Background: an optimization exercise with open tools, aiming at small area, a short achievable clock period and few clock cycles. Do not read the settings as production practice.
In this exercise RTL edits were held to simulation tests only and were not proved equivalent to the original.
Power is estimated from default activity; no workload was simulated.

Setup of v6:
## reuleaux
module reuleaux(input logic clk, input logic rst_n, input logic [2:0] colour,
                input logic [7:0] centre_x, input logic [6:0] centre_y, input logic [7:0] diameter,
                input logic start, output logic done,
                output logic [7:0] vga_x, output logic [6:0] vga_y,
                output logic [2:0] vga_colour, output logic vga_plot);
export LEC_CHECK = 0
export ABC_AREA = 1
export CAP_MARGIN = 20
export CORE_MARGIN = 2
export CORE_UTILIZATION = 40
export SLEW_MARGIN = 20
create_clock -name core_clock -period 10.0 [get_ports {clk}]
standard.sh (not shown) runs the stock make flow with config.mk's settings and CLKGATE_MAP_FILE= SYNTH_SCRIPT=/design/flow/synth_recipe.tcl, a recipe that flattens the netlist after the stock synthesis.
==> flow/flow/run.sh <==
#!/bin/bash
# The standard layout (standard.sh: ORFS from synthesis to finish, unchanged), with the
# timing repair asked to leave 6.5 ns of setup slack (SETUP_SLACK_MARGIN) rather than none,
# and the plain sky130 buf_2 as the buffer on every input and output port instead of the
# delay buffer (clkdlybuf4s50_1) that buffer_ports picks by default.
set -euo pipefail
export SETUP_SLACK_MARGIN=6.5
export BUFFER_PORTS_ARGS="-buffer_cell sky130_fd_sc_hd__buf_2"
bash standard.sh > standard.log 2>&1
Testbench counts of v6, summed over its fixed seeds: cycles 61,709.
Input changes introduced in v7 (baseline for comparison: v6):
==> flow/flow/run.sh <==
#!/bin/bash
# The standard layout (standard.sh: ORFS from synthesis to finish, unchanged), with the
# timing repair asked to leave 6.5 ns of setup slack (SETUP_SLACK_MARGIN) rather than none.
set -euo pipefail
export SETUP_SLACK_MARGIN=6.5
bash standard.sh > standard.log 2>&1
### Flow results
v7 vs v6: total wire length up slightly. Diff v6 -> v7: sum of overflow across all layers after global routing flat; worst reg2reg path depth increased 1.


reuleaux again, from the RTL that the note above started with.
Settings: LEC_CHECK=0, ABC_AREA=1, CAP_MARGIN=20, CORE_MARGIN=2, CORE_UTILIZATION=40, CTS_BUF_LIST=sky130_fd_sc_hd__clkbuf_8, SLEW_MARGIN=20; clock period 10.0 ns.
run.sh (not shown) runs the stock make flow with config.mk's settings and CLKGATE_MAP_FILE= SYNTH_SCRIPT=/design/flow/synth_recipe.tcl, a recipe that flattens the netlist after the stock synthesis.
Stock flow here: none of the scripts above is used.
Testbench counts at the start, summed over its fixed seeds: cycles 61,709.
Next try:
==> flow/flow/run.sh (new file) <==
#!/bin/bash
# The standard layout (standard.sh: ORFS from synthesis to finish, unchanged), except that
# the buffer put on every input and output port is the plain sky130 buf_2 instead of the
# delay buffer (clkdlybuf4s50_1) that buffer_ports picks by default.
set -euo pipefail
export BUFFER_PORTS_ARGS="-buffer_cell sky130_fd_sc_hd__buf_2"
bash standard.sh > standard.log 2>&1
==> flow/standard.sh (new file) <==
#!/bin/bash
# synth_recipe.tcl (not shown) runs the flow's synth.tcl, then flattens the netlist and writes it again
# the make line also repeats each setting of config.mk as NAME=value (left out here)
make -C /OpenROAD-flow-scripts/flow DESIGN_CONFIG=/design/flow/config.mk WORK_HOME=/design/flow/orfs CLKGATE_MAP_FILE= SYNTH_SCRIPT=/design/flow/synth_recipe.tcl "${@:-finish}"
--- a/flow/config.mk
+++ b/flow/config.mk
@@ -11,3 +11,2 @@
 export CORE_UTILIZATION = 40
-export CTS_BUF_LIST = sky130_fd_sc_hd__clkbuf_8
 export SLEW_MARGIN = 20
removed: flow/run.sh
=> Wire length increases by 0.82%; total power increases by 3.5%; final area decreases by 1.0%; via count stays flat; fmax decreases by 0.73%; first-iteration DRC count decreases by 7.9%.
Next try:
==> flow/run.sh (new file) <==
#!/bin/bash
# synth_recipe.tcl (not shown) runs the flow's synth.tcl, then flattens the netlist and writes it again
# the make line also repeats each setting of config.mk as NAME=value (left out here)
make -C /OpenROAD-flow-scripts/flow DESIGN_CONFIG=/design/flow/config.mk WORK_HOME=/design/flow/orfs CLKGATE_MAP_FILE= SYNTH_SCRIPT=/design/flow/synth_recipe.tcl finish
removed: flow/flow/run.sh
removed: flow/standard.sh
Non-clock buffer count is unchanged.
Clock-buffer cell count came out lower by 1.
Sequential power stays flat.
Routed wire length came out lower slightly.
Die area stays the same.
Setup slack is better by 0.073 ns.
Worst hold slack is better by 0.019 ns.
Cell area increases slightly.
Synthesized cell count does not change.


The RTL this note starts from:
==> flow/design.v <==
module reuleaux(input logic clk, input logic rst_n, input logic [2:0] colour,
                input logic [7:0] centre_x, input logic [6:0] centre_y, input logic [7:0] diameter,
                input logic start, output logic done,
                output logic [7:0] vga_x, output logic [6:0] vga_y,
                output logic [2:0] vga_colour, output logic vga_plot);
     function automatic logic [9:0] rca(input logic [9:0] a, input logic [9:0] b, input logic ci);
          logic c;
          c = ci;
          for (int i = 0; i < 10; i++) begin
               rca[i] = a[i] ^ b[i] ^ c;
               c = (a[i] & b[i]) | (a[i] & c) | (b[i] & c);
          end
     endfunction
     localparam logic [159:0] FA = {10'd593, 10'd555, 10'd518, 10'd476, 10'd439, 10'd396, 10'd359, 10'd317, 10'd280, 10'd238, 10'd200, 10'd158, 10'd121, 10'd79, 10'd42, 10'd0};
     localparam logic [95:0]  FB = {6'd36, 6'd34, 6'd32, 6'd26, 6'd24, 6'd22, 6'd21, 6'd19, 6'd17, 6'd15, 6'd9, 6'd7, 6'd5, 6'd4, 6'd2, 6'd0};
     function automatic logic [9:0] fa(input logic [3:0] h);
          fa = 10'(FA >> (10 * h));
     endfunction
     function automatic logic [5:0] fb(input logic [3:0] l);
          fb = 6'(FB >> (6 * l));
     endfunction
     logic [7:0] di2, cx1, cx3, cy3;
     logic [8:0] cx2;
     logic [6:0] cy1;
     always_ff @(posedge clk) begin
          di2 <= 8'(diameter + 8'd1) >> 1;
          cx3 <= centre_x;
          cx1 <= 8'(rca({2'd0, cx3}, {2'd0, di2}, 1'b0));
          cx2 <= 9'(rca({2'd0, cx3}, ~{2'd0, di2}, 1'b1));
     end
     logic [7:0] ox, oy;
     logic [9:0] crit;
     logic       ra;           
     logic [1:0] p;            
     logic [1:0] ph;           
     logic       run;
     logic [7:0] xo;
     logic [6:0] yo;
     logic       plot_r;
     wire [8:0] x0 = 9'(rca({2'd0, cx1}, ~{2'd0, ox}, 1'b1));
     wire [8:0] x3 = 9'(rca({1'd0, cx2}, {2'd0, ox}, 1'b0));
     wire [8:0] x1 = 9'(rca(ra ? {2'd0, cx3} : {2'd0, cx1}, ra ? {2'd0, oy} : ~{2'd0, oy}, !ra));
     wire [8:0] x2 = 9'(rca(ra ? {2'd0, cx3} : {1'd0, cx2}, ra ? ~{2'd0, oy} : {2'd0, oy}, ra));
     wire [7:0] y0 = 8'(rca({3'd0, cy1}, ~{2'd0, oy}, 1'b1));
     wire [7:0] y12 = 8'(rca(ra ? {2'd0, cy3} : {3'd0, cy1}, ra ? {2'd0, ox} : ~{2'd0, ox}, !ra));
     function automatic logic onx(input logic [8:0] v);
          onx = !v[8] && !(v[7] && (v[6] || v[5]));
     endfunction
     function automatic logic ony(input logic [7:0] v);
          ony = !v[7] && !(v[6] && v[5] && v[4] && v[3]);
     endfunction
     wire oky0 = ony(y0), oky12 = ony(y12);
     wire [3:0] ok = {onx(x3) & oky0, onx(x2) & oky12, onx(x1) & oky12, onx(x0) & oky0};
     wire [3:0] ge = (p == 2'd0) ? 4'b1111 : (p == 2'd1) ? 4'b1110 :
                     (p == 2'd2) ? 4'b1100 : 4'b1000;
     wire [3:0] v  = ok & ge;
     logic [1:0] sel;
     logic       more;      
     always_comb begin
          sel  = 2'd3;
          more = 1'b0;
          if (v[0]) begin sel = 2'd0; more = v[1] | v[2] | v[3]; end
          else if (v[1]) begin sel = 2'd1; more = v[2] | v[3]; end
          else if (v[2]) begin sel = 2'd2; more = v[3]; end
     end
     logic [7:0] xs;
     logic [6:0] ys;
     always_comb begin
          case (sel)
               2'd0: begin xs = x0[7:0]; ys = y0[6:0]; end
               2'd1: begin xs = x1[7:0]; ys = y12[6:0]; end
               2'd2: begin xs = x2[7:0]; ys = y12[6:0]; end
               default: begin xs = x3[7:0]; ys = y0[6:0]; end
          endcase
     end
     wire       cpos = !crit[9] && (crit != 10'd0);
     wire [7:0] oy1  = oy + 8'd1;
     wire [7:0] oy2  = {oy[7:1] + 7'd1, oy[0]};
     wire [8:0] u    = 9'(rca({2'd0, oy2}, ~{2'd0, ox}, cpos));
     wire       last = !u[8] && (u != 9'd0);
     wire [9:0] crn  = rca(crit, cpos ? {u, 1'b1} : {1'b0, oy1, 1'b1}, 1'b0);
     wire [9:0] fs  = rca(fa(ox[7:4]), {4'd0, fb(ox[3:0])}, 1'b0);
     wire [8:0] q   = 9'(rca({2'd0, ox}, {4'd0, oy[5:0]}, 1'b0));
     wire [8:0] a6  = 9'(rca({1'd0, cy1, 2'b10}, {1'd0, q}, 1'b0));
     wire [8:0] a3  = 9'(rca({2'd0, cy1, 1'b0}, ~{1'd0, q}, 1'b1));
     always_ff @(posedge clk) begin
          if (!rst_n || !start) begin
               run <= 1'b0;
               done <= 1'b0;
               plot_r <= 1'b0;
               ph <= 2'd0;
          end else if (run) begin
               plot_r <= |v;
               if (!more && last) begin
                    run <= 1'b0;
                    done <= 1'b1;
               end
          end else begin
               plot_r <= 1'b0;
               if (!done) begin
                    ph <= ph + 2'd1;
                    if (ph == 2'd2) run <= 1'b1;
               end
          end
          if (!run) begin
               case (ph)
                    2'd0: begin
                         ox <= diameter;
                         cy1 <= centre_y;
                    end
                    2'd1: oy <= {2'd0, fs[9:4]};
                    default: begin
                         cy1 <= a6[8:2];
                         cy3 <= {a3[8] ^ (ox >= 8'd222), a3[7:1]};
                         oy <= 8'd0;
                    end
               endcase
               crit <= 10'd1 - {2'b0, ox};
               ra <= ox != 8'd255;
               p <= 2'd0;
          end else if (more) begin
               p <= sel + 2'd1;
          end else begin
               p <= 2'd0;
               ra <= ra && (oy1 != di2);
               oy <= oy1;
               crit <= crn;
               if (cpos) ox <= ox - 8'd1;
          end
          xo <= xs;
          yo <= ys;
     end
     assign vga_x = xo;
     assign vga_y = yo;
     assign vga_plot = plot_r;
     assign vga_colour = colour;
endmodule
clock: 10.0 ns
lec_check: 0
abc_area: 1
cap_margin: 20
core_margin: 2
core_utilization: 65
slew_margin: 20
Stock flow here: none of the scripts above is used.
The first run went through all stages and came out clean.
Testbench counts at the start, summed over its fixed seeds: cycles 66,569.
Rerun with:
- CORE_UTILIZATION: 65 -> 40
- SETUP_SLACK_MARGIN: unset -> 5
Wire length goes up by a few percent.
Non-clock buffer count rises by 40.
Worst setup slack is better by 0.58 ns.
Sequential cell count stays the same.
Cell area goes up by roughly a tenth.
Via count is about the same.
Count of clock-buffer cells in the layout came out higher by 2.
Combinational power went up by roughly a tenth.
Core utilization went down by 25 points.
Register-to-register slack improves by 0.58 ns.

==> separate check: timing with driven ports <==
The results above use ideal ports. As a check the final layouts listed here were re-extracted and re-timed, cells and wires unchanged. Step 1, drivers: a clkbuf_16 drives clk and a buf_2 each remaining input, both assumed. Step 2 times the ports against the registers' clock, not the clock port: input delays grow and output delays shrink by t, the midpoint of the rising clock arrivals with the driver on. a / b / c = ideal / step 1 / step 2; a / b = the first two.
run | shift t [ns] | setup slack, ns | worst setup path at the end | clock arrival spread, ns | pins driven straight from the clock port
v6 | 0.408 | 6.000 / 5.959 / 5.959 | input to output | 0.011 / 0.011 | 1
v7 | 0.412 | 6.000 / 5.959 / 5.959 | input to output | 0.017 / 0.017 | 1
the first run of note 2 | 0.440 | 5.754 / 5.754 / 5.754 | register to register | 0.024 / 0.023 | 1
the second run of note 2 | 0.409 | 5.722 / 5.722 / 5.722 | register to register | 0.011 / 0.011 | 1
the third run of note 2 | 0.404 | 5.795 / 5.795 / 5.795 | register to register | 0.013 / 0.013 | 1
the first run of note 3 | 0.394 | 4.209 / 4.209 / 4.209 | register to register | 0.009 / 0.009 | 1
the second run of note 3 | 0.399 | 4.794 / 4.794 / 4.794 | register to register | 0.013 / 0.013 | 1
After both steps setup and hold are still met in every run listed.
